Context: an optimization exercise on an open-source flow, tuned for small area. The choices shown serve that exercise and are no tape-out recipe.
Only simulation tests tie the RTL to the original design; equivalence was not proved.
No activity file was given, so power comes from the tool's default toggle rates.

`config.mk`:
```
export PLATFORM = sky130hd
export DESIGN_NAME = lcd114_test
export DESIGN_NICKNAME = lcd114_test
export VERILOG_FILES = /design/flow/design.v
export SDC_FILE = /design/flow/constraint.sdc
export NUM_CORES = 4
export LEC_CHECK = 0
export ABC_AREA = 1
export CAP_MARGIN = 20
export CORE_MARGIN = 2
export CORE_UTILIZATION = 60
export CTS_BUF_LIST = sky130_fd_sc_hd__clkbuf_2 sky130_fd_sc_hd__clkbuf_4 sky130_fd_sc_hd__clkbuf_8
export SLEW_MARGIN = 20
```
`constraint.sdc`:
```
create_clock -name core_clock -period 11.0 [get_ports {clk}]
set_input_delay 2.2000 -clock core_clock [delete_from_list [all_inputs] [get_ports {clk}]]
set_output_delay 2.2000 -clock core_clock [all_outputs]
set_load 0.01 [all_outputs]
```
`design.v`:
```
module lcd114_test(
	input clk,
	input resetn,
	output lcd_resetn,
	output lcd_cs,
	output lcd_rs,
	output lcd_data
);
reg [4:0] b;
reg [2:0] lx;
reg [5:0] gx;
reg [2:0] ly;
reg [4:0] gy;
wire init   = (gx < 6'd18) || (gx == 6'd18 && lx < 3'd4);
wire b8     = (b == 5'd8);
wire b17    = (b == 5'd17);
wire x_last = (gx == 6'd58) && (lx == 3'd3);
wire y_last = (gy == 5'd25) && (ly == 3'd0);
wire stop   = !init && b17 && x_last && y_last;
wire x_inc  = init ? b8 : b17;
wire y_inc  = !init && b17 && x_last;
always @(posedge clk or negedge resetn) begin
	if (~resetn) begin
		b  <= 5'd0;
		lx <= 3'd4;
		gx <= 6'd4;
		ly <= 3'd4;
		gy <= 5'd2;
	end else if (!stop) begin
		if (init)
			b <= b8 ? 5'd0 : b + 5'd1;
		else
			b <= b17 ? 5'd1 : b + 5'd1;
		if (x_inc) begin
			if (x_last) begin
				lx <= 3'd4;
				gx <= 6'd18;
			end else if (lx == 3'd5) begin
				lx <= 3'd0;
				gx <= gx + 6'd1;
			end else
				lx <= lx + 3'd1;
		end
		if (y_inc) begin
			if (ly == 3'd5) begin
				ly <= 3'd0;
				gy <= gy + 5'd1;
			end else
				ly <= ly + 3'd1;
		end
	end
end
reg [8:0] tb;
always @(*) begin
	case ({gx, lx})
		{6'd7,3'd0}: tb = 9'h036;
		{6'd7,3'd1}: tb = 9'h170;
		{6'd7,3'd2}: tb = 9'h03a;
		{6'd7,3'd3}: tb = 9'h105;
		{6'd7,3'd4}: tb = 9'h0b2;
		{6'd7,3'd5}: tb = 9'h10c;
		{6'd8,3'd0}: tb = 9'h10c;
		{6'd8,3'd1}: tb = 9'h100;
		{6'd8,3'd2}: tb = 9'h133;
		{6'd8,3'd3}: tb = 9'h133;
		{6'd8,3'd4}: tb = 9'h0b7;
		{6'd8,3'd5}: tb = 9'h135;
		{6'd9,3'd0}: tb = 9'h0bb;
		{6'd9,3'd1}: tb = 9'h119;
		{6'd9,3'd2}: tb = 9'h0c0;
		{6'd9,3'd3}: tb = 9'h12c;
		{6'd9,3'd4}: tb = 9'h0c2;
		{6'd9,3'd5}: tb = 9'h101;
		{6'd10,3'd0}: tb = 9'h0c3;
		{6'd10,3'd1}: tb = 9'h112;
		{6'd10,3'd2}: tb = 9'h0c4;
		{6'd10,3'd3}: tb = 9'h120;
		{6'd10,3'd4}: tb = 9'h0c6;
		{6'd10,3'd5}: tb = 9'h10f;
		{6'd11,3'd0}: tb = 9'h0d0;
		{6'd11,3'd1}: tb = 9'h1a4;
		{6'd11,3'd2}: tb = 9'h1a1;
		{6'd11,3'd3}: tb = 9'h0e0;
		{6'd11,3'd4}: tb = 9'h1d0;
		{6'd11,3'd5}: tb = 9'h104;
		{6'd12,3'd0}: tb = 9'h10d;
		{6'd12,3'd1}: tb = 9'h111;
		{6'd12,3'd2}: tb = 9'h113;
		{6'd12,3'd3}: tb = 9'h12b;
		{6'd12,3'd4}: tb = 9'h13f;
		{6'd12,3'd5}: tb = 9'h154;
		{6'd13,3'd0}: tb = 9'h14c;
		{6'd13,3'd1}: tb = 9'h118;
		{6'd13,3'd2}: tb = 9'h10d;
		{6'd13,3'd3}: tb = 9'h10b;
		{6'd13,3'd4}: tb = 9'h11f;
		{6'd13,3'd5}: tb = 9'h123;
		{6'd14,3'd0}: tb = 9'h0e1;
		{6'd14,3'd1}: tb = 9'h1d0;
		{6'd14,3'd2}: tb = 9'h104;
		{6'd14,3'd3}: tb = 9'h10c;
		{6'd14,3'd4}: tb = 9'h111;
		{6'd14,3'd5}: tb = 9'h113;
		{6'd15,3'd0}: tb = 9'h12c;
		{6'd15,3'd1}: tb = 9'h13f;
		{6'd15,3'd2}: tb = 9'h144;
		{6'd15,3'd3}: tb = 9'h151;
		{6'd15,3'd4}: tb = 9'h12f;
		{6'd15,3'd5}: tb = 9'h11f;
		{6'd16,3'd0}: tb = 9'h11f;
		{6'd16,3'd1}: tb = 9'h120;
		{6'd16,3'd2}: tb = 9'h123;
		{6'd16,3'd3}: tb = 9'h021;
		{6'd16,3'd4}: tb = 9'h029;
		{6'd16,3'd5}: tb = 9'h02a;
		{6'd17,3'd0}: tb = 9'h100;
		{6'd17,3'd1}: tb = 9'h128;
		{6'd17,3'd2}: tb = 9'h101;
		{6'd17,3'd3}: tb = 9'h117;
		{6'd17,3'd4}: tb = 9'h02b;
		{6'd17,3'd5}: tb = 9'h100;
		{6'd18,3'd0}: tb = 9'h135;
		{6'd18,3'd1}: tb = 9'h100;
		{6'd18,3'd2}: tb = 9'h1bb;
		{6'd18,3'd3}: tb = 9'h02c;
		default: tb = 9'h1ff;
	endcase
end
reg [7:0] font_row;
always @(*) begin
	case (gy[2:0])
	3'd0: font_row = 8'b00011000;
	3'd1: font_row = 8'b00100100;
	3'd2: font_row = 8'b01000010;
	3'd3: font_row = 8'b01111110;
	3'd4: font_row = 8'b01000010;
	3'd5: font_row = 8'b01000010;
	3'd6: font_row = 8'b01000010;
	default: font_row = 8'b00000000;
	endcase
end
wire on = (gx[5:3] == 3'b100) && (gy[4:3] == 2'b10) && font_row[~gx[2:0]];
wire table_slot = (gx >= 6'd7);                            
wire rst_low    = (gx < 6'd5) || (gx == 6'd5 && (lx == 3'd0 || (lx == 3'd1 && b == 5'd0)));
wire wake_a     = (gx == 6'd6) && (lx == 3'd1) && (b >= 5'd3);   
wire wake_b     = (gx == 6'd6) && (lx == 3'd2) && (b <= 5'd1);   
wire [7:0] wake = 8'h11;
wire [2:0] bi   = b[3] ? 3'd0 : ~b[2:0];                    
reg r_rst, r_cs, r_rs, r_data;
always @(*) begin
	r_rst = 1'b1; r_cs = 1'b1; r_rs = 1'b1; r_data = 1'b1;
	if (init) begin
		if (table_slot) begin
			r_cs   = b[3];
			r_rs   = tb[8] | b[3];
			r_data = tb[bi];
		end else if (wake_a) begin
			r_cs = 1'b0; r_rs = 1'b0; r_data = wake[3'd2 - b[2:0]];
		end else if (wake_b) begin
			r_cs = 1'b0; r_rs = 1'b0; r_data = wake[3'd1 - b[2:0]];
		end else
			r_rst = !rst_low;
	end else begin
		r_cs   = b17 || (b == 5'd0);
		r_data = (b != 5'd0) && ((b >= 5'd12) || !on);
	end
end
assign lcd_resetn = r_rst;
assign lcd_cs     = r_cs;
assign lcd_rs     = r_rs;
assign lcd_data   = r_data;
endmodule
```
`run.sh`:
```
#!/bin/bash
# synth_recipe.tcl (not shown) runs the flow's synth.tcl, then flattens the netlist and writes it again
# the make line also repeats each setting of config.mk as NAME=value (left out here)
make -C /OpenROAD-flow-scripts/flow DESIGN_CONFIG=/design/flow/config.mk WORK_HOME=/design/flow/orfs CLKGATE_MAP_FILE= SYNTH_SCRIPT=/design/flow/synth_recipe.tcl finish
```
==> results.rst <==
.. list-table::
   :header-rows: 1

   * - Metric
     - Value
   * - Antenna Nets Post-Route
     - 0
   * - Combined area of all synthesized cells
     - 2872 um2
   * - Number of nets in the synthesized netlist
     - between 500 and 600
   * - Post-layout instance count excluding filler cells
     - around 540
   * - R2r endpoint
     - gx[5]
   * - Clock tree from TritonCTS
     - yes
   * - Type of element launching the critical path
     - flop
   * - Starting utilization of the core area
     - 0.6161
   * - H-Tree Depth
     - 1
   * - Wire length of the first global-routing pass
     - 15,140 um
   * - # resized after CTS
     - 0
   * - Area growth from synthesis to final layout
     - 3.268%
   * - Total CTS buffers
     - 3
   * - Gr usage total
     - 0.3674
   * - Ratio of routed vias to standard cells
     - 6.169
   * - Number of distinct library cell variants in the gate-level netlist after synthesis
     - 41
   * - Main flop type after synthesis
     - sky130_fd_sc_hd__dfrtp_1
   * - Number of port buffers
     - 5
   * - GRT Residual Overflow
     - 0
   * - Final weighted congestion in routability-driven placement
     - around 1.0
   * - Instance area after placement
     - ~2900 um2
   * - Top-level I/O count
     - 6
   * - Maximum fanout encountered on the critical timing path
     - 32
   * - Number of flops mapped to enable cells by yosys
     - 0
   * - Number of global-route vias before repair
     - about 3,200
   * - Number of warning messages in the yosys log
     - 1
   * - Kind of path behind the tightest hold check
     - reg -> reg
   * - Highest Clock Rate
     - 175.4 MHz
   * - Initial antenna violation count
     - 0
   * - CTS root buf
     - sky130_fd_sc_hd__clkbuf_8
   * - Insertion delay of the later-clocked pin in the worst-skew pair
     - 0.26 ns
   * - Core area
     - about 4700 um2
   * - Die H
     - 73.18 um
   * - MaxCap Viol Count
     - 0
   * - Count of endpoints failing setup in the final report
     - 0
   * - Full die area
     - between 5000 and 6000 um2
   * - NumNets Final
     - about 510
   * - Commonest cells after routing, fill and taps aside
     - 142 x sky130_fd_sc_hd__nand2_1, 64 x sky130_fd_sc_hd__nor2_1, 55 x sky130_fd_sc_hd__inv_1, 55 x sky130_fd_sc_hd__nand3_1, 34 x sky130_fd_sc_hd__a21oi_1
   * - Total number of clock tree sinks
     - 22
   * - Number of max-slew violations in the final report
     - 0
   * - Post-Syn Instances
     - just under 500
   * - Tightest slew margin relative to the limit
     - 0.3077
   * - Slew at the pin with the worst max-slew slack
     - approximately 1.0 ns
   * - Core utilization of the finished layout
     - 0.6362
   * - Maximum number of pins on one net before global-route repair
     - 33
   * - Worst vdd ir
     - approximately 0.000099 V
   * - Endpoint type of the worst setup path
     - output pin
   * - Cell depth of the worst hold path
     - 1
   * - Cell row count
     - 25
   * - Final TNS setup
     - 0 ns
   * - Fraction of final layout cells with drive strength greater than 1
     - 0.05176
   * - Ratio of final minimum period to clock period
     - 0.5183
   * - Required arrival time at the worst endpoint
     - between 8 and 9 ns
   * - Syn Area/Cell
     - approximately 5.9 um2
   * - Final hold slack
     - approximately 0.5 ns
   * - Setup Skew
     - 0.004660 ns
   * - Crit path setup slack, layout
     - between 5 and 6 ns
   * - Worst hold path startpoint
     - ly[2]
   * - Number of antenna diodes
     - 0
   * - Die X-Extent
     - 73.18 um
   * - Final Hold Viols
     - 0
   * - Leakage
     - between 1.5 and 2 nW
   * - Result of the run
     - complete, no violations
   * - Final WL
     - between 9000 and 10,000 um
   * - Post-route cell area
     - 2965 um2
   * - Start of the worst register-to-register path
     - gx[0]
   * - Initial drt markers
     - roughly 520
   * - Worst R2R Path Depth
     - 13
   * - End of the worst hold path
     - ly[2]
   * - Post-place setup slack
     - approximately 5.7 ns
   * - Clock transition time at the flip-flop clock pins of the worst setup and hold paths
     - 0.08 ns
   * - Quantity of hold-fixing buffers added after cts
     - 0
   * - Flop-to-flop setup slack
     - 7.58 ns
   * - Pwr/cell area
     - around 47 nW/um2
   * - Post-synthesis sequential area ratio
     - 0.1935
   * - Routed length per placed instance
     - ~17 um
   * - Length of the first detailed-routing pass in iterations
     - 5
   * - Setup repair bufs after CTS
     - 0
   * - Clock buffer depth
     - 2
   * - Post-layout minimum cycle time
     - around 5.7 ns
   * - Overall power consumption
     - 0.1389 mW
   * - Crit Path Class
     - reg -> out
   * - Post-synthesis async set-or-reset flop share
     - 1.000
   * - Flops & latches, synth
     - 22
   * - Total instance count after detailed placement
     - ~530
   * - Final routed DRC violation total
     - 0
   * - Filler cell count
     - 418
   * - Count of vias placed by the detailed router
     - between 3,000 and 4,000
   * - Data arrival time of the worst path
     - 3.50 ns
   * - Post-detail-place hpwl
     - ~7000 um
   * - RSZ-0062 raised after global routing
     - no
   * - Most common library cell in the layout ignoring fill and taps
     - sky130_fd_sc_hd__nand2_1
[where the power goes]
group / switching [mW] / leakage (nW) / internal, mW / total [mW]
sequential: 0 / 0.283 / 0.0809 / 0.0809
combinational: 0.00148 / 1.23 / 0.000127 / 0.00161
clock: 0.0245 / 0.0288 / 0.0319 / 0.0564
[sequential cells by signal, indices dropped and copies added, names as in the netlist]
| name | count |
|---|---|
| gx | 6 |
| b | 5 |
| gy | 5 |
| lx | 3 |
| ly | 3 |
[worst max-delay path by stage]
stage / startpoint / to / slack, ns / cells past startpoint
after floorplan: lx[1] / lcd_data / 6.94 / 14
after global placement: gx[1] / lcd_data / 5.71 / 15
after detailed placement: gx[1] / lcd_data / 5.72 / 15
after CTS: gx[1] / lcd_data / 5.43 / 15
after global routing: gx[1] / lcd_data / 4.98 / 15
final: gx[1] / lcd_data / 5.30 / 15
[area by class of cell]
| type | count | area (um2) | share of cell area |
|---|---|---|---|
| multi-input cells | 393 | 2018 | 0.6806 |
| flip-flops and latches | 22 | 555.5 | 0.1873 |
| inverters | 59 | 224.0 | 0.07553 |
| well taps | 54 | 67.56 | 0.02278 |
| clock buffers | 4 | 55.05 | 0.01857 |
| repair buffers | 5 | 45.04 | 0.01519 |
[kinds of logic (layout without fill, tap and decap cells)]
family                   count (synthesis)  count (layout)  share of synthesized area
buffers and inverters                   72              68                     0.1037
adder cells (fa/ha/maj)                 25              25                     0.1089
flip-flops                              22              22                     0.1935
XOR/XNOR                                 3               3                   0.009152
multiplexers                             1               1                   0.003486
AND/OR/NAND/NOR                        281             281                     0.4166
AO/OA/AOI/OAI                           83              83                     0.1647
[critical path: stages (launching register included)]
cell	delay, ns
sky130_fd_sc_hd__dfrtp_1	1.03
sky130_fd_sc_hd__inv_1	0.53
sky130_fd_sc_hd__nor2_1	0.28
sky130_fd_sc_hd__nand3_1	0.13
sky130_fd_sc_hd__nand2_1	0.09
sky130_fd_sc_hd__inv_1	0.05
sky130_fd_sc_hd__nand2_1	0.05
sky130_fd_sc_hd__nand2_1	0.04
sky130_fd_sc_hd__nand2_1	0.06
sky130_fd_sc_hd__a21oi_1	0.06
sky130_fd_sc_hd__a21oi_1	0.13
sky130_fd_sc_hd__nand2_1	0.07
sky130_fd_sc_hd__nand3_1	0.07
sky130_fd_sc_hd__nand2_1	0.05
sky130_fd_sc_hd__nand2_1	0.06
sky130_fd_sc_hd__clkdlybuf4s50_1	0.53
[cells in the mapped netlist, types with 2 or more instances]
| library cell | count | share of area |
|---|---|---|
| sky130_fd_sc_hd__a21oi_1 | 34 | 0.059 |
| sky130_fd_sc_hd__a31oi_1 | 6 | 0.013 |
| sky130_fd_sc_hd__buf_1 | 2 | 0.0026 |
| sky130_fd_sc_hd__buf_2 | 5 | 0.0087 |
| sky130_fd_sc_hd__buf_6 | 2 | 0.0078 |
| sky130_fd_sc_hd__clkbuf_1 | 3 | 0.0039 |
| sky130_fd_sc_hd__dfrtp_1 | 18 | 0.16 |
| sky130_fd_sc_hd__dfstp_2 | 4 | 0.037 |
| sky130_fd_sc_hd__ha_1 | 25 | 0.11 |
| sky130_fd_sc_hd__inv_1 | 55 | 0.072 |
| sky130_fd_sc_hd__inv_2 | 3 | 0.0039 |
| sky130_fd_sc_hd__nand2_1 | 142 | 0.19 |
| sky130_fd_sc_hd__nand2_2 | 2 | 0.0044 |
| sky130_fd_sc_hd__nand3_1 | 55 | 0.096 |
| sky130_fd_sc_hd__nand4_1 | 4 | 0.0087 |
| sky130_fd_sc_hd__nor2_1 | 64 | 0.084 |
| sky130_fd_sc_hd__nor2_4 | 2 | 0.0078 |
| sky130_fd_sc_hd__nor3_1 | 3 | 0.0052 |
| sky130_fd_sc_hd__o211ai_1 | 3 | 0.0078 |
| sky130_fd_sc_hd__o21ai_0 | 29 | 0.051 |
| sky130_fd_sc_hd__o21ai_4 | 2 | 0.011 |
| sky130_fd_sc_hd__o22ai_1 | 3 | 0.0065 |
| sky130_fd_sc_hd__xor2_1 | 3 | 0.0092 |
[metal layers]
layer	global-route usage	part of all wire	vias to the layer above
li1	-	-	1581
met1	0.4596	0.39	1479
met2	0.5996	0.47	197
met3	0.03453	0.068	56
met4	0.2407	0.069	0
met5	0	0	-

[what the ideal ports hide]
How much do the figures lean on ideal ports? The routed layout below was timed once more, with nothing changed but the port constraints.
Step 1: set_driving_cell puts a clkbuf_16 on clk and a buf_2 on each other input, an assumption about the parent block.
Step 2 adds t to the input delays and takes it off the output delays; t is the mean of the earliest and latest rising clock arrival at the registers after step 1. Input paths then give back, and output paths get back, about the clock's delay inside the block.
Slacks: ideal / step 1 / step 2; pairs: ideal / step 1.
shift t [ns]: 0.280
setup slack, ns: 5.299 / 5.276 / 5.556
cell pins on the clock port's net: 1
After both steps this run still meets setup and hold. The setup slack of this run moves by -0.023 ns with the drivers and by +0.257 ns with both steps.
